Context: an optimization exercise on an open-source flow, tuned for small area and a short achievable clock period. The choices shown serve that exercise and are no tape-out recipe. Where RTL was checked, it was by simulation tests only, not by an equivalence proof against the original. Function not checked in run 2: the RTL went through the layout flow alone. No activity file was given, so power comes from the tool's default toggle rates.

## flow/design.v (module list and top-level ports; edited modules follow where they fit)
// module mux2: 7 lines
// module mux4: 14 lines
// module mux8: 18 lines
// module adder: 7 lines
// module alu: 30 lines
// module cmp: 18 lines
// module ext: 22 lines
// module npc: 22 lines
// module grf: 25 lines
// module dmInput: 25 lines
// module dmOutput: 40 lines
// module pc: 14 lines
// module exceptionF: 12 lines
// module exceptionD: 28 lines
// module exceptionE: 28 lines
// module exceptionM: 50 lines
// module control: 1066 lines
// module forward: 73 lines
// module pause: 30 lines
// module F_D_reg: 34 lines
// module D_E_reg: 98 lines
// module E_M_reg: 93 lines
// module M_W_reg: 83 lines
// module stageF: 13 lines
// module stageD: 28 lines
// module stageE: 10 lines
// module stageM: 23 lines
// module cp0: 71 lines
// module cpu: 478 lines
module cpu(
    input clk,
    input reset,
    output [31:0] i_addr,
    input [31:0] i_data,
    output [31:0] dm_addr,
    output [31:0] dm_wdata,
    output dm_we,
    input [31:0] dm_rdata,
    output [31:0] PrAddr,
    output [31:0] PrWD,
    input [31:0] PrRD,
    output PrWE,
    input [7:2] HWInt
    );
  // ...
==> flow/flow/run.sh <==
#!/bin/bash
set -euo pipefail
bash standard.sh MATCH_CELL_FOOTPRINT=0 SETUP_SLACK_MARGIN=5.6 finish > standard.log 2>&1
==> flow/standard.sh <==
#!/bin/bash
# synth_recipe.tcl (not shown) runs the flow's synth.tcl, then flattens the netlist and writes it again
# the make line also repeats each setting of config.mk as NAME=value (left out here)
make -C /OpenROAD-flow-scripts/flow DESIGN_CONFIG=/design/flow/config.mk WORK_HOME=/design/flow/orfs CLKGATE_MAP_FILE= SYNTH_SCRIPT=/design/flow/synth_recipe.tcl "${@:-finish}"
==> flow/config.mk <==
export PLATFORM = sky130hd
export DESIGN_NAME = cpu
export DESIGN_NICKNAME = cpu
export VERILOG_FILES = /design/flow/design.v
export SDC_FILE = /design/flow/constraint.sdc
export NUM_CORES = 4
export LEC_CHECK = 0
export CAP_MARGIN = 20
export CORE_MARGIN = 2
export CORE_UTILIZATION = 40
export SLEW_MARGIN = 20
==> flow/constraint.sdc <==
create_clock -name core_clock -period 10.0 [get_ports {clk}]
set_input_delay 2.0000 -clock core_clock [delete_from_list [all_inputs] [get_ports {clk}]]
set_output_delay 2.0000 -clock core_clock [all_outputs]
set_load 0.01 [all_outputs]
==> key figures, run 1 <==
Power
  – Clock share of power: 0.243
  – Internal: 0.0174 W
  – Sequential share of power: 0.355
  – Sw Share: 0.419

Finish
  – Total area of sequential cells: 0.0440 mm^2
  – Largest Register: Rv

Clock tree
  – Number of clock sinks seen by CTS: 1642
  – Post-CTS Setup Repair Bufs: 192
  – Clock tree from TritonCTS: done
  – Root cell of the clock tree: clkbuf_16

STA
  – Period utilisation layout: 0.504
  – Post-layout worst setup margin: 4.96 ns
  – Final setup violation count: 0
  – Least-Margin Pin Slew: 1.26 ns
  – Setup total negative slack: 0 ns

Synth
  – Synthesized instance count: 8141
  – Yosys warns: 2
  – Complex-gate fraction of the synthesized area: 0.234
  – Synth area leader: edfxtp_1

Placed design
  – Number of port buffers: 243

Setup path
  – End point of the critical path: dm_we
  – Chain of cells forming the critical path: buf_6, a22oi_2, and3_4, buf_12, and2_4, and2_4, buf_6
  – Slowest stage cell, crit path: and3_4

Min path
  – Worst hold-check path type: reg -> reg

Status
  – Result of the run: complete, no violations

Global route
  – Maximum number of pins on one net before global-route repair: 75
  – Initial antenna violation count: 36

Die
  – DIE AREA: 0.217 mm^2
==> inputs of run 2 (changes only) <==
--- a/flow/design.v
+++ b/flow/design.v
@@ -1995,483 +1995,266 @@
 end
 assign IntReq = Inte;
 wire EXL = R[12][1];
 endmodule
 `timescale 1ns / 1ps
 module cpu(
     input clk,
     input reset,
-    output [31:0] i_addr,
-    input [31:0] i_data,
-    output [31:0] dm_addr,
-    output [31:0] dm_wdata,
-    output dm_we,
-    input [31:0] dm_rdata,
-    output [31:0] PrAddr,
-    output [31:0] PrWD,
-    input [31:0] PrRD,
-    output PrWE,
-    input [7:2] HWInt
+	 output [31:0] i_addr,
+	 input [31:0] i_data,
+	 output [31:0] dm_addr,
+	 output [31:0] dm_wdata,
+	 output dm_we,
+	 input [31:0] dm_rdata,
+	 output [31:0] PrAddr,
+	 output [31:0] PrWD,
+	 input [31:0] PrRD,
+	 output PrWE,
+	 input [7:2] HWInt
     );
-reg [31:0] PC;
-reg [31:0] IR_D, PC_D;
-reg ExcF_D, slot_D;
-reg [31:0] Rs_E, Rt_E, PC_E;
-reg [15:0] imm_E;
-reg aM_E, aW_E, aR_E, aS_E;
-reg hM_E, hW_E, hR_E, hS_E;
-reg bM_E, bW_E, bR_E, bXs_E, bXz_E, bXl_E, bX2_E, bZ_E;
-reg oSum_E, oLog_E, oSh_E, oSlt_E, oSltu_E, oPC_E;
-reg [3:0] lut_E;
-reg sub_E, sll_E, sra_E, rot_E;
-reg [4:0] A3_E;
-reg wrS_E, movz_E;
-reg [1:0] Tnew_E;
-reg fMt_E, fWt_E;
-reg DM_RE_E, DM_WE_E;
-reg [2:0] DMOOp_E, DMIOp_E;
-reg [1:0] WDsel_E;
-reg eret_E, CP0_WE_E;
-reg excEn_E;
-reg [4:0] excCode_E;
-reg ExcD_E, ExcDAdEL_E;
-reg slot_E, pause_E;
-reg ld_E, w_E, h_E, bh_E;
-reg [31:0] ALUOut_M, Rt_M, PC_M;
-reg [4:0] A3_M, rd_M;
-reg wr_M, Tnew1_M, fWt_M;
-reg DM_RE_M, DM_WE_M;
-reg [2:0] DMOOp_M, DMIOp_M;
-reg [1:0] WDsel_M;
-reg eret_M, CP0_WE_M;
-reg ExcD_M, excEn_M, sum32_M;
-reg [4:0] ExcCode_EM;
-reg slot_M, pause_M;
-reg ld_M, w_M, h_M, bh_M;
-reg [31:0] WD_W;
-reg [4:0] A3_W;
-reg wr_W, eret_W;
-reg [31:0] SR, CAUSE, EPC, PrID;
-reg [32*32-1:32] Rv;
-reg [7:2] IntMask;
-wire IntReq = |(IntMask & HWInt);
-wire [1:0] NPCsel_D, NPCOp_D, ExtOp_D, ALUasel_D, ALUbsel_D, WDsel_D;
-wire [3:0] CMPOp_D, ALUOp_D;
-wire DM_RE_D, DM_WE_D, GRF_WE_D, eret_ctl_D, CP0_WE_D;
-wire [2:0] DMOOp_D, DMIOp_D, A3sel_D;
-wire [1:0] Tnew_D, Tuse_Rs_D, Tuse_Rt_D;
-control Control(.IR(IR_D),
-	.NPCsel(NPCsel_D), .ExtOp(ExtOp_D), .NPCOp(NPCOp_D), .CMPOp(CMPOp_D),
-	.ALUasel(ALUasel_D), .ALUbsel(ALUbsel_D), .ALUOp(ALUOp_D),
-	.DM_RE(DM_RE_D), .DM_WE(DM_WE_D), .DMOOp(DMOOp_D), .DMIOp(DMIOp_D),
-	.A3sel(A3sel_D), .WDsel(WDsel_D), .GRF_WE(GRF_WE_D),
-	.Tnew(Tnew_D), .Tuse_Rs(Tuse_Rs_D), .Tuse_Rt(Tuse_Rt_D),
-	.eret(eret_ctl_D), .CP0_WE(CP0_WE_D));
-wire Exc_D;
-wire [4:0] ExcCode_D_unused;
-exceptionD ExceptionD(.IR(IR_D), .Exc_D(Exc_D), .ExcCode_D(ExcCode_D_unused));
-wire [5:0] op_D = IR_D[31:26];
-wire [5:0] fn_D = IR_D[5:0];
-wire [4:0] rs_D = IR_D[25:21];
-wire [4:0] rt_D = IR_D[20:16];
-wire [4:0] rd_D = IR_D[15:11];
-wire eret_D = IR_D == 32'b010000_1000_0000_0000_0000_0000_011000;
-wire [4:0] rs_F = i_data[25:21];
-wire [4:0] rt_F = i_data[20:16];
-wire cal_D  = (op_D == 6'b000000) ? (fn_D == 6'b100000 || fn_D == 6'b100010) : (op_D == 6'b001000);
-wire load_D = op_D == 6'b100011 || op_D == 6'b100000 || op_D == 6'b100100 || op_D == 6'b100001 || op_D == 6'b100101;
-wire save_D = op_D == 6'b101011 || op_D == 6'b101000 || op_D == 6'b101001;
-wire w_D    = op_D == 6'b101011 || op_D == 6'b100011;
-wire h_D    = op_D == 6'b101001 || op_D == 6'b100001 || op_D == 6'b100101;
-wire bh_D   = op_D == 6'b101001 || op_D == 6'b101000 || op_D == 6'b100001 || op_D == 6'b100101 || op_D == 6'b100000 || op_D == 6'b100100;
-function [31:0] grf_read(input [4:0] a);
-	integer k;
-	begin
-		grf_read = 32'b0;
-		for (k = 1; k < 32; k = k + 1)
-			grf_read = grf_read | (Rv[k*32 +: 32] & {32{a == k}});
-	end
-endfunction
-reg [31:0] RP1_D, RP2_D;
-wire [31:0] GRF_RD1 = RP1_D;
-wire [31:0] GRF_RD2 = RP2_D;
-wire [31:0] fRt_E;
-wire wrE = wrS_E & (~movz_E | (fRt_E == 32'b0));
-wire [31:0] PC8_E = PC_E + 32'd8;
-reg sM_s, sW_s, sE_s, sM_t, sW_t, sE_t;
-wire mM_s = sM_s;
-wire mW_s = sW_s;
-wire mE_s = sE_s;
-wire mM_t = sM_t;
-wire mW_t = sW_t;
-wire mE_t = sE_t;
-wire mEd_s = wrE & (A3_E == rs_D);
-wire mEd_t = wrE & (A3_E == rt_D);
-wire [31:0] rdF1 = (wr_W & (A3_W == rs_F)) ? WD_W : grf_read(rs_F);
-wire [31:0] rdF2 = (wr_W & (A3_W == rt_F)) ? WD_W : grf_read(rt_F);
-always @(posedge clk) begin
-	RP1_D <= pause ? (mW_s ? WD_W : RP1_D) : rdF1;
-	RP2_D <= pause ? (mW_t ? WD_W : RP2_D) : rdF2;
-end
-wire [31:0] MF_RS_D = mM_s ? ALUOut_M : mW_s ? WD_W : mE_s ? PC8_E : GRF_RD1;
-wire [31:0] MF_RT_D = mM_t ? ALUOut_M : mW_t ? WD_W : mE_t ? PC8_E : GRF_RD2;
-reg Jump_D;
-always @(*) begin
-	case (CMPOp_D)
-	1: Jump_D = ~MF_RS_D[31];
-	2: Jump_D = ~MF_RS_D[31] & (MF_RS_D != 32'b0);
-	3: Jump_D = MF_RS_D[31] | (MF_RS_D == 32'b0);
-	4: Jump_D = MF_RS_D[31];
-	5: Jump_D = MF_RS_D != MF_RT_D;
-	default: Jump_D = MF_RS_D == MF_RT_D;
-	endcase
-end
-wire [31:0] PC4_F = PC + 32'd4;
-wire [31:0] PC4_D = PC_D + 32'd4;
-wire [31:0] BrT_D = PC4_D + {{14{IR_D[15]}}, IR_D[15:0], 2'b00};
-wire [31:0] PC8_D = PC_D + 32'd8;
-reg [31:0] NPC_base;
-always @(*) begin
-	if (eret_D) NPC_base = EPC;
-	else if (IntReq) NPC_base = 32'h0000_4180;
-	else case (NPCsel_D)
-	0: NPC_base = PC4_F;
-	1: NPC_base = (NPCOp_D == 2'd0) ? PC8_D : (NPCOp_D == 2'd1) ? {PC4_D[31:28], IR_D[25:0], 2'b00} : 32'h3000;
-	2: NPC_base = MF_RS_D;
-	default: NPC_base = 32'b0;
-	endcase
-end
-wire take_br = ~eret_D & ~IntReq & (NPCsel_D == 2'd1) & (NPCOp_D == 2'd0) & Jump_D;
-wire [31:0] NPC = take_br ? BrT_D : NPC_base;
-wire eret_stall = eret_D & ((CP0_WE_E & (imm_E[15:11] == 5'd14)) | (CP0_WE_M & (rd_M == 5'd14)));
-wire stall_Rs = (mEd_s & (Tuse_Rs_D < Tnew_E)) | (mM_s & (Tuse_Rs_D < {1'b0, Tnew1_M}));
-wire stall_Rt = (mEd_t & (Tuse_Rt_D < Tnew_E)) | (mM_t & (Tuse_Rt_D < {1'b0, Tnew1_M}));
-wire pause = ~IntReq & (eret_stall | stall_Rs | stall_Rt);
-wire eret_nop = eret_D & ~pause;
-reg [4:0] A3c_D;
-always @(*) begin
-	case (A3sel_D)
-	0: A3c_D = rd_D;
-	1: A3c_D = rt_D;
-	2: A3c_D = rs_D;
-	3: A3c_D = 5'd31;
-	4: A3c_D = rd_D;
-	5: A3c_D = 5'd31;
-	default: A3c_D = 5'd0;
-	endcase
-end
-wire wrS_D = GRF_WE_D & (A3c_D != 5'd0) & ((A3sel_D != 3'd5) | Jump_D);
-wire link_D = GRF_WE_D & (A3c_D != 5'd0) & (A3sel_D != 3'd5) & (Tnew_D == 2'd0);
-always @(posedge clk) begin
-	if (reset || IntReq || eret_nop) begin
-		sM_s <= 1'b0; sW_s <= 1'b0; sE_s <= 1'b0;
-		sM_t <= 1'b0; sW_t <= 1'b0; sE_t <= 1'b0;
-	end else if (pause) begin
-		sM_s <= mEd_s; sW_s <= wr_M & (A3_M == rs_D); sE_s <= 1'b0;
-		sM_t <= mEd_t; sW_t <= wr_M & (A3_M == rt_D); sE_t <= 1'b0;
-	end else begin
-		sM_s <= wrE & (A3_E == rs_F); sW_s <= wr_M & (A3_M == rs_F); sE_s <= link_D & (A3c_D == rs_F);
-		sM_t <= wrE & (A3_E == rt_F); sW_t <= wr_M & (A3_M == rt_F); sE_t <= link_D & (A3c_D == rt_F);
-	end
-end
+wire [31:0] PC_F, IR_F, PC_W, IR_W;
+wire [31:0] Bridge_Out;
+wire [31:0] GRF_WD, MUX_WD_Out;
+wire [1:0] ForwardRS_D, ForwardRT_D, ForwardRS_E, ForwardRT_E, ForwardRT_M;
+wire [31:0] IR_D, IR_E, IR_M;
+wire GRF_WE_E, GRF_WE_M, GRF_WE_W;
+wire [2:0] A3sel_D, A3sel_M, A3sel_W, A3sel_E;
+wire [1:0] WDsel_E, WDsel_M, NPCsel_D;
+wire [31:0] NPC;
+wire Jump_D, Jump_E;
+wire [31:0] PC4_F, NPC_Out, MF_RS_D_Out;
+wire pause;
+wire [31:0] PC;
+wire [31:0] PC8_F;
+wire [31:0]   PC_D, PC8_D;
+wire [1:0] ExtOp_D, NPCOp_D;
+wire [1:0] ALUasel_D, ALUbsel_D;
+wire [3:0] ALUOp_D, CMPOp_D;
+wire DM_RE_D, DM_WE_D, GRF_WE_D;
+wire [1:0] WDsel_D;
+wire [31:0] GRF_RD1, GRF_RD2, Ext_Out;
+wire [4:0] GRF_A3;
+wire GRF_WE;
+wire [31:0] MF_RT_D_Out;
+wire [31:0] ALUOut_M;
+wire [31:0]   PC_E, PC8_E, Rs_E, Rt_E, Ext_E;
+wire [1:0] ExtOp_E, NPCOp_E;
+wire [1:0] ALUasel_E, ALUbsel_E, NPCsel_E;
+wire [3:0] ALUOp_E, CMPOp_E;
+wire DM_RE_E, DM_WE_E;
+wire [31:0] MF_RS_E_Out, MF_RT_E_Out;
+wire [31:0] ALUa, ALUb;
+wire [31:0] ALU_Out;
+wire [31:0]   PC_M, PC8_M,   Rt_M;
+wire [1:0] ExtOp_M, NPCOp_M;
+wire [1:0] ALUasel_M, ALUbsel_M, NPCsel_M;
+wire [3:0] ALUOp_M, CMPOp_M;
+wire DM_RE_M, DM_WE_M ;
+wire [31:0] MF_RT_M_Out;
+wire [31:0] DM_Out;
+wire [31:0]   PC8_W, ALUOut_W, DM_W;
+wire [1:0] ExtOp_W, NPCOp_W;
+wire [1:0] ALUasel_W, ALUbsel_W, NPCsel_W;
+wire [3:0] ALUOp_W, CMPOp_W;
+wire DM_RE_W, DM_WE_W ;
+wire [1:0]   WDsel_W;
+wire [4:0] A3_E, A3_M, A3_W;
+wire [2:0] DMOOp_D, DMOOp_E, DMOOp_M, DMOOp_W;
+wire [2:0] DMIOp_D, DMIOp_E, DMIOp_M, DMIOp_W;
+wire [31:0] GRF_RD1_Out, GRF_RD2_Out;
+wire [31:0] DMOut;
+wire Busy;
+wire [1:0] Tnew_D, Tnew_E, Tnew_M, Tnew_W, Tuse_Rs_D, Tuse_Rt_D;
+wire Exc_F, Exc_D, Exc_E, Exc_M;
+wire Exc_FD, Exc_DE, Exc_EM;
+wire [4:0] ExcCode_F, ExcCode_D, ExcCode_E, ExcCode_M;
+wire [4:0] ExcCode_FD, ExcCode_DE, ExcCode_EM;
+wire [31:0] MUX_NPC_Out, MUX_NPC_CP0_Out, MUX_ERET_Out;
+wire [31:0] EPC;
+wire [31:0] CP0_Out, CP0_W;
+wire CP0_WE_E, CP0_WE_M;
+wire slot_F, slot_D, slot_E, slot_M;
+wire Start;
+wire [31:0] MF_EPC_Out;
+wire [1:0] Forward_EPC;
+wire eret_nop;
+wire [1:0] Tuse_Rt_E, Tuse_Rt_M, Tuse_Rt_W;
+wire [1:0] Tuse_Rs_E, Tuse_Rs_M, Tuse_Rs_W;
+forward Forward(
+	.IR_D(IR_D), .IR_E(IR_E), .IR_M(IR_M), .IR_W(IR_W), 
+	.RWE_E(GRF_WE_E), .RWE_M(GRF_WE_M), .RWE_W(GRF_WE_W),
+	.A3_E(A3_E), .A3_M(A3_M), .A3_W(A3_W),
+	.ForwardRS_D(ForwardRS_D), .ForwardRT_D(ForwardRT_D), .ForwardRS_E(ForwardRS_E),
+	.ForwardRT_E(ForwardRT_E), .ForwardRT_M(ForwardRT_M),
+	.Forward_RD1(Forward_RD1), .Forward_RD2(Forward_RD2),
+	.CP0_WE_E(CP0_WE_E), .CP0_WE_M(CP0_WE_M), .Forward_EPC(Forward_EPC)
+);
+pause Pause(.Tuse_Rs_D(Tuse_Rs_D), .Tuse_Rt_D(Tuse_Rt_D), .Tnew_E(Tnew_E), .Tnew_M(Tnew_M), .Tnew_W(Tnew_W),
+				.IR_D(IR_D), .IR_E(IR_E), .IR_M(IR_M), .IR_W(IR_W),
+				.A3_E(A3_E), .A3_M(A3_M), .A3_W(A3_W),
+				.GRF_WE_E(GRF_WE_E), .GRF_WE_M(GRF_WE_M), .GRF_WE_W(GRF_WE_W), 
+				.CP0_WE_E(CP0_WE_E), .CP0_WE_M(CP0_WE_M),
+				.WDsel_E(WDsel_E), .WDsel_M(WDsel_M), 
+				.DM_WE_D(DM_WE_D), .DM_RE_E(DM_RE_E), .DM_RE_M(DM_RE_M),
+				.NPCsel_D(NPCsel_D), 
+				.pause(pause),
+				.IntReq(IntReq)
+);
+mux4 MUX_NPC(.out(MUX_NPC_Out), .s(NPCsel_D), .d0(PC4_F), .d1(NPC_Out), .d2(MF_RS_D_Out), .d3(32'b0));
+mux2 MUX_NPC_CP0(.out(MUX_NPC_CP0_Out), .s(IntReq), .d0(MUX_NPC_Out), .d1(32'h0000_4180));
+mux2 MUX_ERET(.out(NPC), .s(eret_D), .d0(MUX_NPC_CP0_Out), .d1(EPC));
+pc ProgramC(.NPC(NPC),  .PC(PC),
+		.stall(pause), 
+		.clk(clk), .Reset(reset)
+);
 assign i_addr = PC;
-wire Exc_F = !(PC >= 32'h0000_3000 && PC <= 32'h0000_4FFF) || (PC[1:0] != 2'b00);
-always @(posedge clk) begin
-	if (reset)
-		PC <= 32'h0000_3000;
-	else if (!pause)
-		PC <= NPC;
-end
-always @(posedge clk) begin
-	if (reset || IntReq || eret_nop) begin
-		IR_D <= 32'b0;
-		PC_D <= 32'b0;
-		ExcF_D <= 1'b0;
-		slot_D <= 1'b0;
-	end else if (!pause) begin
-		IR_D <= i_data;
-		PC_D <= PC;
-		ExcF_D <= Exc_F;
-		slot_D <= NPCsel_D != 2'b0;
-	end
-end
-wire flushE = reset | IntReq | pause;
-wire shop_D = (ALUOp_D == 4'b0100) | (ALUOp_D == 4'b0101) | (ALUOp_D == 4'b0110) | (ALUOp_D == 4'b1101);
-wire fMs_n = mEd_s;
-wire fWs_n = wr_M & (A3_M == rs_D);
-wire fMt_n = mEd_t;
-wire fWt_n = wr_M & (A3_M == rt_D);
-always @(posedge clk) begin
-	Rs_E <= MF_RS_D;
-	Rt_E <= MF_RT_D;
-	imm_E <= IR_D[15:0];
-	aM_E <= (ALUasel_D == 2'd0) & fMs_n;
-	aW_E <= (ALUasel_D == 2'd0) & ~fMs_n & fWs_n;
-	aR_E <= (ALUasel_D == 2'd0) & ~fMs_n & ~fWs_n;
-	aS_E <= ALUasel_D == 2'd1;
-	hM_E <= shop_D & (ALUasel_D == 2'd0) & fMs_n;
-	hW_E <= shop_D & (ALUasel_D == 2'd0) & ~fMs_n & fWs_n;
-	hR_E <= shop_D & (ALUasel_D == 2'd0) & ~fMs_n & ~fWs_n;
-	hS_E <= shop_D & (ALUasel_D == 2'd1);
-	bM_E <= (ALUbsel_D == 2'd0) & fMt_n;
-	bW_E <= (ALUbsel_D == 2'd0) & ~fMt_n & fWt_n;
-	bR_E <= (ALUbsel_D == 2'd0) & ~fMt_n & ~fWt_n;
-	bXs_E <= (ALUbsel_D == 2'd1) & (ExtOp_D == 2'd0);
-	bXz_E <= (ALUbsel_D == 2'd1) & (ExtOp_D == 2'd1);
-	bXl_E <= (ALUbsel_D == 2'd1) & (ExtOp_D == 2'd2);
-	bX2_E <= (ALUbsel_D == 2'd1) & (ExtOp_D == 2'd3);
-	bZ_E <= (ALUbsel_D[1] == 1'b1) & ((ALUOp_D == 4'b0001) | (ALUOp_D == 4'b0111) | (ALUOp_D == 4'b1000));
-	oSum_E <= (ALUOp_D == 4'b0000) | (ALUOp_D == 4'b0001);
-	oLog_E <= (ALUOp_D == 4'b0010) | (ALUOp_D == 4'b0011) | (ALUOp_D == 4'b1001) |
-	          (ALUOp_D == 4'b1010) | (ALUOp_D == 4'b1011) | ((ALUOp_D == 4'b1100) & (ALUbsel_D != 2'd2));
-	oSh_E <= shop_D;
-	oSlt_E <= ALUOp_D == 4'b0111;
-	oSltu_E <= ALUOp_D == 4'b1000;
-	oPC_E <= (ALUOp_D == 4'b1100) & (ALUbsel_D == 2'd2);
-	case (ALUOp_D)
-	4'b0010: lut_E <= 4'b1000;
-	4'b0011: lut_E <= 4'b1110;
-	4'b1001: lut_E <= 4'b0001;
-	4'b1010: lut_E <= 4'b0110;
-	4'b1011: lut_E <= 4'b1100;
-	default: lut_E <= 4'b1010;
-	endcase
-	sub_E <= (ALUOp_D == 4'b0001) | (ALUOp_D == 4'b0111) | (ALUOp_D == 4'b1000);
-	sll_E <= ALUOp_D == 4'b0110;
-	sra_E <= ALUOp_D == 4'b0101;
-	rot_E <= ALUOp_D == 4'b1101;
-	A3_E <= A3c_D;
-	movz_E <= A3sel_D == 3'd4;
-	Tnew_E <= Tnew_D;
-	fMt_E <= fMt_n;
-	fWt_E <= fWt_n;
-	DMOOp_E <= DMOOp_D;
-	DMIOp_E <= DMIOp_D;
-	WDsel_E <= WDsel_D;
-	ExcDAdEL_E <= ExcF_D;
-	ld_E <= load_D;
-	w_E <= w_D;
-	h_E <= h_D;
-	bh_E <= bh_D;
-	excCode_E <= cal_D ? 12 : load_D ? 4 : save_D ? 5 : 5'd0;
-	pause_E <= pause;
-	if (flushE) begin
-		PC_E <= 32'b0;
-		wrS_E <= 1'b0;
-		DM_RE_E <= 1'b0;
-		DM_WE_E <= 1'b0;
-		eret_E <= 1'b0;
-		CP0_WE_E <= 1'b0;
-		excEn_E <= 1'b0;
-		ExcD_E <= 1'b0;
-		slot_E <= 1'b0;
-	end else begin
-		PC_E <= PC_D;
-		wrS_E <= wrS_D;
-		DM_RE_E <= DM_RE_D;
-		DM_WE_E <= DM_WE_D;
-		eret_E <= eret_ctl_D;
-		CP0_WE_E <= CP0_WE_D;
-		excEn_E <= cal_D | load_D | save_D;
-		ExcD_E <= ExcF_D | Exc_D;
-		slot_E <= slot_D;
-	end
-end
-assign fRt_E = fMt_E ? ALUOut_M : fWt_E ? WD_W : Rt_E;
-wire [31:0] ALUa = ({32{aM_E}} & ALUOut_M) | ({32{aW_E}} & WD_W) | ({32{aR_E}} & Rs_E) |
-                   ({32{aS_E}} & {27'b0, imm_E[10:6]});
-wire [31:0] SX = {32{sub_E}};
-wire [31:0] ALUbx = ({32{bM_E}} & (ALUOut_M ^ SX)) | ({32{bW_E}} & (WD_W ^ SX)) | ({32{bR_E}} & (Rt_E ^ SX)) |
-                    ({32{bXs_E}} & ({{16{imm_E[15]}}, imm_E} ^ SX)) |
-                    ({32{bXz_E}} & ({16'b0, imm_E} ^ SX)) |
-                    ({32{bXl_E}} & ({imm_E, 16'b0} ^ SX)) |
-                    ({32{bX2_E}} & ({{14{imm_E[15]}}, imm_E, 2'b00} ^ SX)) |
-                    {32{bZ_E}};
-wire [32:0] sA = {ALUa[31], ALUa};
-wire [32:0] sB = {ALUbx[31], ALUbx};
-wire [32:0] sum = sA + sB + {32'b0, sub_E};
-wire slt_r = sum[32];
-wire sltu_r = sum[32] ^ ALUa[31] ^ ALUbx[31] ^ sub_E;
-function [31:0] rev32(input [31:0] x);
-	integer k;
-	begin
-		for (k = 0; k < 32; k = k + 1) rev32[k] = x[31 - k];
-	end
-endfunction
-wire [31:0] shLo = sll_E ? rev32(fRt_E) : fRt_E;
-wire [31:0] shHi = rot_E ? fRt_E : (sra_E ? {32{fRt_E[31]}} : 32'b0);
-wire [4:0] shamt = ({5{hM_E}} & ALUOut_M[4:0]) | ({5{hW_E}} & WD_W[4:0]) | ({5{hR_E}} & Rs_E[4:0]) |
-                   ({5{hS_E}} & imm_E[10:6]);
-wire [63:0] shF = {shHi, shLo} >> shamt;
-wire [31:0] shR = sll_E ? rev32(shF[31:0]) : shF[31:0];
-reg [31:0] logR;
-integer li;
-always @(*)
-	for (li = 0; li < 32; li = li + 1)
-		logR[li] = lut_E[{ALUa[li], ALUbx[li]}];
-wire [31:0] ALU_Out = ({32{oSum_E}} & sum[31:0]) | ({32{oLog_E}} & logR) | ({32{oSh_E}} & shR) |
-                      {31'b0, (oSlt_E & slt_r) | (oSltu_E & sltu_r)} | ({32{oPC_E}} & PC8_E);
-wire flushM = reset | IntReq;
-always @(posedge clk) begin
-	ALUOut_M <= ALU_Out;
-	Rt_M <= fRt_E;
-	A3_M <= A3_E;
-	rd_M <= imm_E[15:11];
-	Tnew1_M <= Tnew_E == 2'd2;
-	fWt_M <= fMt_E;
-	DMOOp_M <= DMOOp_E;
-	DMIOp_M <= DMIOp_E;
-	WDsel_M <= WDsel_E;
-	ld_M <= ld_E;
-	w_M <= w_E;
-	h_M <= h_E;
-	bh_M <= bh_E;
-	ExcCode_EM <= ExcD_E ? (ExcDAdEL_E ? 4 : 10) : excCode_E;
-	sum32_M <= sum[32];
-	if (flushM) begin
-		PC_M <= 32'b0;
-		wr_M <= 1'b0;
-		DM_RE_M <= 1'b0;
-		DM_WE_M <= 1'b0;
-		eret_M <= 1'b0;
-		CP0_WE_M <= 1'b0;
-		ExcD_M <= 1'b0;
-		excEn_M <= 1'b0;
-		slot_M <= 1'b0;
-		pause_M <= 1'b0;
-	end else begin
-		PC_M <= PC_E;
-		wr_M <= wrE;
-		DM_RE_M <= DM_RE_E;
-		DM_WE_M <= DM_WE_E;
-		eret_M <= eret_E;
-		CP0_WE_M <= CP0_WE_E;
-		ExcD_M <= ExcD_E;
-		excEn_M <= excEn_E;
-		slot_M <= slot_E;
-		pause_M <= pause_E;
-	end
-end
-wire [31:0] fRt_M = fWt_M ? WD_W : Rt_M;
-wire [31:0] A_M = ALUOut_M;
-wire Pr = A_M > 32'h0000_4FFF;
-wire inDM = A_M <= 32'h0000_2FFF;
-assign PrAddr = {A_M[31:2], 2'b00};
-assign PrWD = fRt_M;
-assign PrWE = DM_WE_M & ~IntReq;
-assign dm_addr = inDM ? {A_M[31:2], 2'b00} : 32'b0;
-assign dm_we = DM_WE_M & ~IntReq & ~Pr;
-reg [31:0] DMIn;
-always @(*) begin
-	case (DMIOp_M)
-	1: case (A_M[1:0])
-		0: DMIn = {dm_rdata[31:8], fRt_M[7:0]};
-		1: DMIn = {dm_rdata[31:16], fRt_M[7:0], dm_rdata[7:0]};
-		2: DMIn = {dm_rdata[31:24], fRt_M[7:0], dm_rdata[15:0]};
-		default: DMIn = {fRt_M[7:0], dm_rdata[23:0]};
-	   endcase
-	2: DMIn = A_M[1] ? {fRt_M[15:0], dm_rdata[15:0]} : {dm_rdata[31:16], fRt_M[15:0]};
-	default: DMIn = fRt_M;
-	endcase
-end
-assign dm_wdata = DMIn;
-wire [31:0] Bridge_Out = Pr ? PrRD : dm_rdata;
-reg [31:0] DMOut;
-wire [7:0] lbyte = A_M[1] ? (A_M[0] ? Bridge_Out[31:24] : Bridge_Out[23:16]) : (A_M[0] ? Bridge_Out[15:8] : Bridge_Out[7:0]);
-wire [15:0] lhalf = A_M[1] ? Bridge_Out[31:16] : Bridge_Out[15:0];
-always @(*) begin
-	case (DMOOp_M)
-	1: DMOut = {24'b0, lbyte};
-	2: DMOut = {{24{lbyte[7]}}, lbyte};
-	3: DMOut = {16'b0, lhalf};
-	4: DMOut = {{16{lhalf[15]}}, lhalf};
-	default: DMOut = Bridge_Out;
-	endcase
-end
-wire AOk = (A_M <= 32'h0000_2FFF) ||
-           (A_M >= 32'h0000_7F00 && A_M <= 32'h0000_7F0B) ||
-           (A_M >= 32'h0000_7F10 && A_M <= 32'h0000_7F43);
-wire NowriteA = (A_M >= 32'h0000_7F08 && A_M <= 32'h0000_7F0B) ||
-                (A_M >= 32'h0000_7F18 && A_M <= 32'h0000_7F1B);
-wire timer = (A_M >= 32'h0000_7F00 && A_M <= 32'h0000_7F0B) ||
-             (A_M >= 32'h0000_7F10 && A_M <= 32'h0000_7F1B);
-wire memop_M = DM_RE_M | DM_WE_M;
-wire Exc_M = memop_M & (~AOk | (w_M & (A_M[1:0] != 2'b00)) | (h_M & A_M[0]) |
-                        (NowriteA & ~ld_M) | (timer & bh_M));
-wire [4:0] ExcCode_M = ld_M ? 4 : 5;
-wire [4:0] RA = rd_M;
-wire [31:0] CP0_Out = (RA == 5'd12) ? SR :
-                      (RA == 5'd13) ? CAUSE :
-                      (RA == 5'd14) ? {EPC[31:2], 2'b00} :
-                      (RA == 5'd15) ? PrID : 32'b0;
-wire Exc_EM = ExcD_M | (excEn_M & (sum32_M ^ ALUOut_M[31]));
-wire Exc = Exc_EM | Exc_M;
-wire [4:0] ExcCode = Exc_EM ? ExcCode_EM : ExcCode_M;
-wire slot = pause_M ? (pause_E ? slot_D : slot_E) : slot_M;
-wire [31:0] pcSel = pause_M ? (pause_E ? PC_D : PC_E) : PC_M;
-wire [31:0] epcNew = slot ? pcSel - 32'd4 : pcSel;
-wire CP0_WE = CP0_WE_M & ~IntReq;
-reg [31:0] SR_n;
-always @(*) begin
-	SR_n = SR;
-	if (reset)
-		SR_n = 32'h0000_ff11;
-	else if (CP0_WE && (RA == 5'd12))
-		SR_n = fRt_M;
-	if (eret_W)
-		SR_n[1] = 1'b0;
-	if (IntReq | Exc)
-		SR_n[1] = 1'b1;
-end
-always @(posedge clk) begin
-	SR <= SR_n;
-	IntMask <= SR_n[15:10] & {6{SR_n[0] & ~SR_n[1]}};
-end
-always @(posedge clk) begin
-	if (reset) begin
-		CAUSE <= 32'b0;
-		EPC <= 32'b0;
-		PrID <= "ZZYC";
-	end else if (CP0_WE) begin
-		if (RA == 5'd13) CAUSE <= fRt_M;
-		if (RA == 5'd14) EPC <= fRt_M;
-		if (RA == 5'd15) PrID <= fRt_M;
-	end
-	if (IntReq | Exc) begin
-		CAUSE[15:10] <= HWInt;
-		EPC <= epcNew;
-		if (slot) CAUSE[31] <= 1'b1;
-		CAUSE[6:2] <= IntReq ? 0 : ExcCode;
-		CAUSE[9:8] <= 2'b0;
-	end
-	if (eret_M)
-		CAUSE[31] <= 1'b0;
-end
-reg [31:0] WD_M;
-always @(*) begin
-	case (WDsel_M)
-	1: WD_M = DMOut;
-	3: WD_M = CP0_Out;
-	default: WD_M = A_M;
-	endcase
-end
-always @(posedge clk) begin
-	WD_W <= WD_M;
-	A3_W <= A3_M;
-	if (flushM) begin
-		wr_W <= 1'b0;
-		eret_W <= 1'b0;
-	end else begin
-		wr_W <= wr_M;
-		eret_W <= eret_M;
-	end
-end
-wire [31:0] WD_G = WD_W & {32{~reset}};
-genvar gi;
-generate
-	for (gi = 1; gi < 32; gi = gi + 1) begin : regs
-		always @(posedge clk)
-			if (reset | (wr_W & (A3_W == gi)))
-				Rv[gi*32 +: 32] <= WD_G;
-	end
-endgenerate
+stageF F(.PC(PC), .Instr(i_data), .clk(clk), .reset(reset),
+			.IR_F(IR_F), .PC4_F(PC4_F), .PC8_F(PC8_F));
+exceptionF ExceptionF(
+    .PC_F(PC), 
+    .Exc_F(Exc_F), 
+    .ExcCode_F(ExcCode_F)
+    );
+assign eret_nop = IR_D == 32'b010000_1000_0000_0000_0000_0000_011000 && !(pause === 1);
+F_D_reg F_D(.IR_F(IR_F), .PC_F(PC), .PC8_F(PC8_F), .clk(clk), .stall(pause), .reset(reset || IntReq || eret_nop), .clr(1'b0),
+				.IR_D(IR_D), .PC_D(PC_D), .PC8_D(PC8_D), 
+				.Exc_F(Exc_F), .ExcCode_F(ExcCode_F), .Exc_D(Exc_FD), .ExcCode_D(ExcCode_FD),
+				.slot_F(!(NPCsel_D === 0)), .slot_D(slot_D)
+				);
+control Control(.IR(IR_D), 
+					  .NPCsel(NPCsel_D), .ExtOp(ExtOp_D), .NPCOp(NPCOp_D), .CMPOp(CMPOp_D),
+					  .ALUasel(ALUasel_D), .ALUbsel(ALUbsel_D), .ALUOp(ALUOp_D), 
+					  .DM_RE(DM_RE_D), .DM_WE(DM_WE_D), .DMOOp(DMOOp_D), .DMIOp(DMIOp_D),
+					  .A3sel(A3sel_D), .WDsel(WDsel_D), .GRF_WE(GRF_WE_D),
+					  .Tnew(Tnew_D), .Tuse_Rs(Tuse_Rs_D), .Tuse_Rt(Tuse_Rt_D),
+					  .eret(eret_D), .CP0_WE(CP0_WE_D)
+					  );
+mux2 MF_RD1(.s(Forward_RD1), .out(GRF_RD1), .d0(GRF_RD1_Out), .d1(GRF_WD));
+mux2 MF_RD2(.s(Forward_RD2), .out(GRF_RD2), .d0(GRF_RD2_Out), .d1(GRF_WD));
+mux4 MF_RS_D(.s(ForwardRS_D), .out(MF_RS_D_Out), .d0(GRF_RD1), .d1(ALUOut_M), .d2(MUX_WD_Out), .d3(PC8_E));
+mux4 MF_RT_D(.s(ForwardRT_D), .out(MF_RT_D_Out), .d0(GRF_RD2), .d1(ALUOut_M), .d2(MUX_WD_Out), .d3(PC8_E));
+stageD D(.GRF_A1(IR_D[25:21]), .GRF_A2(IR_D[20:16]), .GRF_RD1(GRF_RD1_Out), .GRF_RD2(GRF_RD2_Out),
+			.CMP_D1(MF_RS_D_Out), .CMP_D2(MF_RT_D_Out), .CMPOp(CMPOp_D), .Jump(Jump_D),
+			.Ext_In(IR_D[15:0]), .Ext_Out(Ext_Out), .ExtOp(ExtOp_D),
+			.NPC_PC(PC_D), .NPC_Addr(IR_D[25:0]), .npcOp(NPCOp_D), .NPCOut(NPC_Out),
+			.clk(clk), .reset(reset), .PC(PC_W),
+			.GRF_A3(GRF_A3),
+			.GRF_WD(GRF_WD),
+			.GRF_WE(GRF_WE_W)
+);
+exceptionD ExceptionD (
+    .IR(IR_D), 
+    .Exc_D(Exc_D), 
+    .ExcCode_D(ExcCode_D)
+    );
+D_E_reg D_E(.IR_D(IR_D), .PC_D(PC_D), .PC8_D(PC8_D), .Rs_D(MF_RS_D_Out), .Rt_D(MF_RT_D_Out), .Ext_D(Ext_Out), .clk(clk), .clr(pause), .reset(reset || IntReq), .Tnew_D(Tnew_D), .Jump_D(Jump_D), .pause_D(pause),
+				.IR_E(IR_E), .PC_E(PC_E), .PC8_E(PC8_E), .Rs_E(Rs_E), .Rt_E(Rt_E), .Ext_E(Ext_E), .Tnew_E(Tnew_E), .Jump_E(Jump_E), .pause_E(pause_E),
+				.Exc_D(Exc_FD || Exc_D), .ExcCode_D(Exc_FD ? ExcCode_FD : ExcCode_D), .Exc_E(Exc_DE), .ExcCode_E(ExcCode_DE),
+				.slot_D(slot_D), .slot_E(slot_E),
+					  .NPCsel_D(NPCsel_D), .ExtOp_D(ExtOp_D), .NPCOp_D(NPCOp_D), .CMPOp_D(CMPOp_D),
+					  .ALUasel_D(ALUasel_D), .ALUbsel_D(ALUbsel_D), .ALUOp_D(ALUOp_D), 
+					  .DM_RE_D(DM_RE_D), .DM_WE_D(DM_WE_D), .DMOOp_D(DMOOp_D), .DMIOp_D(DMIOp_D),
+					  .A3sel_D(A3sel_D), .WDsel_D(WDsel_D), .GRF_WE_D(GRF_WE_D),
+					  .Tuse_Rs_D(Tuse_Rs_D), .Tuse_Rt_D(Tuse_Rt_D),
+					  .eret_D(eret_D), .CP0_WE_D(CP0_WE_D),
+					  .NPCsel_E(NPCsel_E), .ExtOp_E(ExtOp_E), .NPCOp_E(NPCOp_E), .CMPOp_E(CMPOp_E),
+					  .ALUasel_E(ALUasel_E), .ALUbsel_E(ALUbsel_E), .ALUOp_E(ALUOp_E), 
+					  .DM_RE_E(DM_RE_E), .DM_WE_E(DM_WE_E), .DMOOp_E(DMOOp_E), .DMIOp_E(DMIOp_E),
+					  .A3sel_E(A3sel_E), .WDsel_E(WDsel_E), .GRF_WE_E(GRF_WE_E),
+					  .Tuse_Rs_E(Tuse_Rs_E), .Tuse_Rt_E(Tuse_Rt_E),
+					  .eret_E(eret_E), .CP0_WE_E(CP0_WE_E)
+				);
+mux4 MF_RS_E(.s(ForwardRS_E), .out(MF_RS_E_Out), .d0(Rs_E), .d1(ALUOut_M), .d2(MUX_WD_Out), .d3(32'b0));
+mux4 MF_RT_E(.s(ForwardRT_E), .out(MF_RT_E_Out), .d0(Rt_E), .d1(ALUOut_M), .d2(MUX_WD_Out), .d3(32'b0));
+mux4 MUX_ALUa(.s(ALUasel_E), .out(ALUa), .d0(MF_RS_E_Out), .d1({{27{1'b0}}, IR_E[10:6]}), .d2(32'b0), .d3(32'b0));
+mux4 MUX_ALUb(.s(ALUbsel_E), .out(ALUb), .d0(MF_RT_E_Out), .d1(Ext_E), .d2(PC8_E), .d3(32'b0));
+stageE E(.ALUa(ALUa), .ALUb(ALUb), .ALUop(ALUOp_E), .ALU_Out(ALU_Out), .Overflow(Overflow),
+			.clk(clk), .reset(reset)
+);
+mux8 #(5) MUX_A3(.s(A3sel_E), .out(A3_E), 
+					  .d0(IR_E[15:11]), .d1(IR_E[20:16]), .d2(IR_E[25:21]), .d3(5'd31),
+					  .d4(MF_RT_E_Out == 0 ? IR_E[15:11] : 5'b0),
+					  .d5(Jump_E ? 5'd31 : 5'b0), .d6(5'b0), .d7(5'b0)
+					  );
+exceptionE ExceptionE (
+	 .IR_E(IR_E),
+    .Overflow(Overflow), 
+    .Exc_E(Exc_E), 
+    .ExcCode_E(ExcCode_E)
+    );
+E_M_reg E_M(.IR_E(IR_E), .PC_E(PC_E), .PC8_E(PC8_E), .ALUOut_E(ALU_Out), .Rt_E(MF_RT_E_Out), .clk(clk), .reset(reset || IntReq), .A3_E(A3_E), .Tnew_E(Tnew_E), .pause_E(pause_E),
+				.IR_M(IR_M), .PC_M(PC_M), .PC8_M(PC8_M), .ALUOut_M(ALUOut_M), .Rt_M(Rt_M), .A3_M(A3_M), .Tnew_M(Tnew_M), .pause_M(pause_M),
+				.Exc_E(Exc_DE || Exc_E), .ExcCode_E(Exc_DE ? ExcCode_DE : ExcCode_E), .Exc_M(Exc_EM), .ExcCode_M(ExcCode_EM),
+				.slot_E(slot_E), .slot_M(slot_M),
+					  .NPCsel_E(NPCsel_E), .ExtOp_E(ExtOp_E), .NPCOp_E(NPCOp_E), .CMPOp_E(CMPOp_E),
+					  .ALUasel_E(ALUasel_E), .ALUbsel_E(ALUbsel_E), .ALUOp_E(ALUOp_E), 
+					  .DM_RE_E(DM_RE_E), .DM_WE_E(DM_WE_E), .DMOOp_E(DMOOp_E), .DMIOp_E(DMIOp_E),
+					  .A3sel_E(A3sel_E), .WDsel_E(WDsel_E), .GRF_WE_E(GRF_WE_E),
+					  .Tuse_Rs_E(Tuse_Rs_E), .Tuse_Rt_E(Tuse_Rt_E),
+					  .eret_E(eret_E), .CP0_WE_E(CP0_WE_E),
+					  .NPCsel_M(NPCsel_M), .ExtOp_M(ExtOp_M), .NPCOp_M(NPCOp_M), .CMPOp_M(CMPOp_M),
+					  .ALUasel_M(ALUasel_M), .ALUbsel_M(ALUbsel_M), .ALUOp_M(ALUOp_M), 
+					  .DM_RE_M(DM_RE_M), .DM_WE_M(DM_WE_M), .DMOOp_M(DMOOp_M), .DMIOp_M(DMIOp_M),
+					  .A3sel_M(A3sel_M), .WDsel_M(WDsel_M), .GRF_WE_M(GRF_WE_M),
+					  .Tuse_Rs_M(Tuse_Rs_M), .Tuse_Rt_M(Tuse_Rt_M),
+					  .eret_M(eret_M), .CP0_WE_M(CP0_WE_M)
+				);
+mux4 MF_RT_M(.s(ForwardRT_M), .out(MF_RT_M_Out), .d0(Rt_M), .d1(MUX_WD_Out), .d2(32'b0), .d3(32'b0));
+assign PrAddr = {ALUOut_M[31:2], 2'b00};
+assign PrWD = MF_RT_M_Out;
+assign PrWE = DM_WE_M && !(IntReq === 1);
+wire Pr = ALUOut_M > 32'h0000_4FFF ? 1 : 0;
+assign Bridge_Out = Pr ? PrRD : DM_Out;
+stageM M(.DM_A(ALUOut_M), .DM_WD(MF_RT_M_Out), .DM_Out(DM_Out),
+			.DM_RE(DM_RE_M), .DM_WE(DM_WE_M && !(IntReq === 1) && !(Pr === 1)), .DMIOp(DMIOp_M),
+			.clk(clk), .reset(reset), .PC(PC_M),
+			.dm_addr(dm_addr), .dm_wdata(dm_wdata), .dm_we(dm_we), .dm_rdata(dm_rdata)
+);
+exceptionM ExceptionM (
+	 .IR_M(IR_M),
+    .A(ALUOut_M), 
+	 .RE(DM_RE_M),
+    .WE(DM_WE_M), 
+    .Exc_M(Exc_M), 
+    .ExcCode_M(ExcCode_M)
+    );
+cp0 CP0 (
+	 .IR_M(IR_M), .IR_E(IR_E), .IR_D(IR_D),
+    .RA(IR_M[15:11]), 
+    .WA(IR_M[15:11]), 
+    .DIn(MF_RT_M_Out), 
+    .DOut(CP0_Out), 
+    .reset(reset), 
+    .clk(clk), 
+    .WE(CP0_WE_M && !(IntReq === 1)), 
+    .PC_M(PC_M), .PC_E(PC_E), .PC_D(PC_D), 
+	 .Exc(Exc_EM || Exc_M),
+    .ExcCode(Exc_EM ? ExcCode_EM : ExcCode_M), 
+    .HWInt(HWInt), 
+    .IntReq(IntReq), 
+    .EPC(EPC),
+	 .eret(eret_M),
+	 .slot_M(slot_M), .slot_E(slot_E), .slot_D(slot_D),
+	 .pause_M(pause_M), .pause_E(pause_E),
+	 .EXLClr(EXLClr)
+    );
+M_W_reg M_W(.IR_M(IR_M), .PC_M(PC_M), .PC8_M(PC8_M), .ALUOut_M(ALUOut_M), .DM_M(Bridge_Out), .clk(clk), .reset(reset || IntReq), .A3_M(A3_M), .Tnew_M(Tnew_M), .CP0_M(CP0_Out),
+				.IR_W(IR_W), .PC_W(PC_W), .PC8_W(PC8_W), .ALUOut_W(ALUOut_W), .DM_W(DM_W), .A3_W(A3_W), .Tnew_W(Tnew_W), .CP0_W(CP0_W),
+					  .NPCsel_M(NPCsel_M), .ExtOp_M(ExtOp_M), .NPCOp_M(NPCOp_M), .CMPOp_M(CMPOp_M),
+					  .ALUasel_M(ALUasel_M), .ALUbsel_M(ALUbsel_M), .ALUOp_M(ALUOp_M), 
+					  .DM_RE_M(DM_RE_M), .DM_WE_M(DM_WE_M), .DMOOp_M(DMOOp_M), .DMIOp_M(DMIOp_M),
+					  .A3sel_M(A3sel_M), .WDsel_M(WDsel_M), .GRF_WE_M(GRF_WE_M),
+					  .Tuse_Rs_M(Tuse_Rs_M), .Tuse_Rt_M(Tuse_Rt_M),
+					  .eret_M(eret_M), .CP0_WE_M(CP0_WE_M),
+					  .NPCsel_W(NPCsel_W), .ExtOp_W(ExtOp_W), .NPCOp_W(NPCOp_W), .CMPOp_W(CMPOp_W),
+					  .ALUasel_W(ALUasel_W), .ALUbsel_W(ALUbsel_W), .ALUOp_W(ALUOp_W), 
+					  .DM_RE_W(DM_RE_W), .DM_WE_W(DM_WE_W), .DMOOp_W(DMOOp_W), .DMIOp_W(DMIOp_W),
+					  .A3sel_W(A3sel_W), .WDsel_W(WDsel_W), .GRF_WE_W(GRF_WE_W),
+					  .Tuse_Rs_W(Tuse_Rs_W), .Tuse_Rt_W(Tuse_Rt_W),
+					  .eret_W(eret_W), .CP0_WE_W(CP0_WE_W));
+assign EXLClr = eret_W;
+dmOutput DMOutput(.A(ALUOut_W[1:0]), .DMOOp(DMOOp_W), .RD(DM_W), .DMOut(DMOut));
+mux4 MUX_WD(.s(WDsel_W), .out(MUX_WD_Out), .d0(ALUOut_W), .d1(DMOut), .d2(PC8_W), .d3(CP0_W));
+assign GRF_A3 = A3_W;
+assign GRF_WD = MUX_WD_Out;
 endmodule
==> flow/run.sh (new file) <==
#!/bin/bash
# synth_recipe.tcl (not shown) runs the flow's synth.tcl, then flattens the netlist and writes it again
# the make line also repeats each setting of config.mk as NAME=value (left out here)
make -C /OpenROAD-flow-scripts/flow DESIGN_CONFIG=/design/flow/config.mk WORK_HOME=/design/flow/orfs CLKGATE_MAP_FILE= SYNTH_SCRIPT=/design/flow/synth_recipe.tcl finish
==> flow/config.mk (replaced) <==
export PLATFORM = sky130hd
export DESIGN_NAME = cpu
export DESIGN_NICKNAME = cpu
export VERILOG_FILES = /design/flow/design.v
export SDC_FILE = /design/flow/constraint.sdc
export NUM_CORES = 4
export LEC_CHECK = 0
export ABC_CLOCK_PERIOD_IN_PS = 5000
export CAP_MARGIN = 20
export CORE_MARGIN = 2
export CORE_UTILIZATION = 40
export SETUP_SLACK_MARGIN = 4
export SLEW_MARGIN = 20
removed: flow/flow/run.sh
removed: flow/standard.sh
==> key figures, run 2 <==
Clock tree
  – Number of clock sinks seen by CTS: 1818 (+11%)
  – H-tree levels: 4
  – Clock tree from TritonCTS: done
  – Post-CTS clock slew at the launch and capture registers of the worst setup and hold paths: 0.06 ns
  – Root cell of the clock tree: clkbuf_16
  – Bufs on Longest Clock Path: 3
  – CTS buffer count: 194
  – Clock Latency Late Sink: 0.91 ns

Finish
  – Fraction of layout cells with a size suffix above 1: 0.229
  – Commonest non-fill, non-tap cells in the layout: nor2_1 (1742), edfxtp_1 (1152), nand2_1 (834), mux4_2 (644), dfxtp_1 (637)
  – Finished Layout Cells: 13900
  – Biggest regs: D.GRF.R x1024, CP0.R x128
  – Fin nets: 10500
  – Largest Register: D.GRF.R
  – Leading cell type in the layout, fill and taps excluded: nor2_1
  – Flip-flop count of the largest register, all copies and words added: 1024
  – Number of inserted filler cells in the final layout: 23100
  – Growth of design area from synthesis to finish: 20.4%

Job
  – Max-cap check violation count: 0

Setup path
  – Arrival time of the worst setup path: 7.77 ns
  – Startpoint of the lowest-slack register-to-register path: M_W.ALUOut_W[0]
  – Kind of critical path: reg -> reg
  – Slowest stage delay, CP: 0.43 ns
  – Critical path capture point type: flip-flop
  – R2R Setup Slk: 3.02 ns
  – Most numerous cell on the critical path: buf_4
  – Slowest stage cell, crit path: nor4_4
  – Worst r2r dst: ProgramC.PC[12]
  – Required time of the critical path: 10.79 ns
  – Length in cells of the worst reg-to-reg path: 32
  – Worst-path maximum fanout: 8
  – CP Launch Type: flip-flop

Die
  – Core Rows: 186
  – Y dimension of the die: 511 um
  – Die width: 511 um
  – Starting density of the core: 0.401
  – Num ports: 266
  – Core ar.: 0.256 mm^2
  – DIE AREA: 0.261 mm^2 (+20%)

Routing
  – Wire length per cell after detailed routing: 35.3 um
  – Via total after detailed routing: 90700
  – Iteration-0 DRC count of the detailed router: 14100
  – Via density per instance: 6.55
  – Overall routed net length: 489000 um
  – Antenna Violating Nets Remaining: 0
  – Count of TritonRoute iterations in the first routing pass: 9
  – Final routed DRC violation total: 0

STA
  – Post-layout worst setup margin: 3.02 ns (-1.94 ns)
  – Post-Route Skew: 0.0929 ns
  – Period utilisation layout: 0.698 (+0.194)
  – Minimum clock period: 6.98 ns
  – Final Hold Slack: 0.419 ns
  – RSZ-0062 raised after global routing: true
  – Count of final max-slew check failures: 0
  – Least-Margin Pin Slew: 1.23 ns (-0.0311 ns)
  – Final setup violation count: 0 (unchanged)
  – Final Hold Vio Count: 0
  – Remaining max-slew budget at the tightest pin: 0.181
  – Peak Freq: 143 MHz
  – Setup total negative slack: 0 ns (unchanged)

Synth
  – Yosys warns: 30 (+28)
  – Average cell area after synthesis: 10.3 um^2
  – Asr flop ratio synth: 0
  – Count of distinct cell types in the synthesized netlist: 97
  – Area of the mapped netlist: 0.103 mm^2
  – Post-synth top cells: nor2_1 (1773), edfxtp_1 (1152), nand2_1 (858)
  – Share of the synthesized area in the top cell type: 0.336
  – Synth area leader: edfxtp_1
  – Dominant register cell in the synthesized netlist: edfxtp_1
  – Register bit count reported by yosys: 1818
  – Most numerous cell in the Yosys netlist: nor2_1
  – Synthesized instance count: 9964 (+22%)
  – Number of enable flip-flop cells after synthesis: 1152
  – Ranking of synthesized cells by area: edfxtp_1 (34%), mux4_2 (14%), dfxtp_1 (13%), nor2_1 (6.5%), a21oi_1 (3.2%)
  – Register area share after synthesis: 0.466

Min path
  – Worst hold path cell count: 1
  – Worst hold-check path type: reg -> reg
  – Hold-critical path endpoint: M_W.PC8_W[17]
  – Start point of the worst min-delay path: E_M.PC8_M[17]

Global route
  – Vias in the first global route: 86000
  – Remaining Overflow, GRT: 0
  – Maximum number of pins on one net before global-route repair: 152 (+100%)
  – Initial antenna violation count: 64 (+78%)
  – First-pass GRT wire length: 668000 um
  – Overall global routing resource usage: 0.360

Placed design
  – HPWL after DPL: 316000 um
  – Number of port buffers: 243 (unchanged)
  – Routability cong.: 1.05
  – Setup WS pre-CTS: 0.810 ns
  – Dpl cells: 13000

Power
  – Largest voltage drop on the vdd net: 0.189 mV
  – Leakage power: 43.2 nW
  – Pwr Density: 227 mW/mm^2

Status
  – Result of the run: complete, no violations
[run 2: cell types whose count changed after synthesis, sizes merged, moves of 143 or more]
cell and change:
clkbuf +180, nor2 +1252, a222oi -145, a221oi -382
mux4 +623, a22o -392, nand2 +236, and2 +169
a21oi +266, nand4 -143
[run 2: report_power, final]
group | switching (W) | total (W) | leakage, nW | internal (W)
clock | 0.00330 | 0.00750 | 3.16 | 0.00420
sequential | 0.000735 | 0.00925 | 17.2 | 0.00852
combinational | 0.00728 | 0.0114 | 22.8 | 0.00411
total | 0.0113 | 0.0281 | 43.2 | 0.0168
[run 2: cell families (layout without fill, tap and decap cells)]
| logic type | count (synthesis) | after routing | synth area share |
|---|---|---|---|
| xor gates and xnor gates | 248 | 248 | 0.0211 |
| DFF | 1818 | 1818 | 0.466 |
| adders and majority gates | 146 | 146 | 0.0180 |
| AOI/OAI and AO/OA | 1992 | 1995 | 0.123 |
| buffers and inverters | 1190 | 1603 | 0.0459 |
| other | 1 | 77 | 0.0000364 |
| and+or+nand+nor | 3612 | 3627 | 0.154 |
| muxes | 957 | 957 | 0.173 |
[run 2: worst max-delay path: cells and delay by family, from the launching register on]
family / cells / cell delay [ns]
mux: 3 / 1.04
flops: 1 / 0.39
compound gates: 7 / 1.49
xor+xnor: 1 / 0.07
buf+inv: 12 / 1.97
simple gates: 9 / 1.90
[run 2: cell type report]
cell class | count | area (um^2) | area share
clock buffer | 258 | 5340 | 0.0431
sequential | 1818 | 48000 | 0.387
antenna | 23 | 57.6 | 0.000465
inverter | 227 | 895 | 0.00722
multi-input combinational | 7027 | 53900 | 0.435
timing repair inverter | 1 | 7.51 | 0.0000606
timing repair buffer | 1017 | 10200 | 0.0824
tap | 3384 | 4230 | 0.0342
clock inverter | 100 | 1220 | 0.00982
[run 2: worst max-delay path by stage]
stage / start / slack (ns) / end
global placement: M_W.A3_W[2] / 0.84 / ProgramC.PC[19]
detailed placement: M_W.A3_W[2] / 0.81 / ProgramC.PC[3]
global route: M_W.ALUOut_W[0] / 2.90 / ProgramC.PC[3]
finish: M_W.ALUOut_W[0] / 3.02 / ProgramC.PC[12]
CTS: M_W.ALUOut_W[1] / 3.27 / E_M.Exc_M
floorplan: M_W.ALUOut_W[0] / 3.23 / E_M.Exc_M
[run 2: layer usage]
metal  vias to the layer above  GRT usage  wire [um]
met4                        54      0.227      36500
met3                      1632      0.124      68300
li1                      37000          -          -
met5                         -          0        416
met2                      6903      0.530     210000
met1                     45100      0.452     174000
[run 2: timing repair]
item | in CTS | in global routing
hold buffers | 0 | 0
buffers inserted | 311 | 101
setup endpoints to repair | 449 | 313
pin swaps | 223 | 144
cloned | 42 | 8
resized for setup | 562 | 309
[run 2: metrics by stage]
| step | power, W | utilization | cell area [um^2] |
|---|---|---|---|
| finish | 0.0281 | 0.483 | 124000 |
| global route | 0.0288 | 0.483 | 124000 |
| CTS | 0.0272 | 0.475 | 122000 |
| detailed placement | 0.0189 | 0.427 | 109000 |
| global placement | 0.0189 | 0.427 | 109000 |
| floorplan | 0.0151 | - | 104000 |

-- afterwards: timing with drivers on the ports --
The flow's constraints put no driver on any port. The routed layouts listed below were extracted and timed again, unchanged, in two steps.
Step 1: set_driving_cell puts a clkbuf_16 on clk and a buf_2 on each other input, an assumption about the parent block.
Step 2 times the ports against the registers' clock, not the clock port: input delays grow and output delays shrink by t, the midpoint of the rising clock arrivals with the driver on.
a / b / c = no drivers / after step 1 / after step 2; a / b = the first two.
run	t, ns	setup WS [ns]	hold slack, ns	latest minus earliest clock arrival (ns)	worst register clock-pin slew, ns
run 1	0.972	4.964 / 4.933 / 4.538	0.299 / 0.299 / 0.299	0.083 / 0.083	0.07 / 0.07
run 2	0.956	3.021 / 3.021 / 3.021	0.419 / 0.419 / 0.419	0.094 / 0.094	0.07 / 0.07
After both steps setup and hold are still met in every run listed. The setup slack of run 1, which loses most, moves by -0.031 ns with the drivers and by -0.426 ns with both steps.
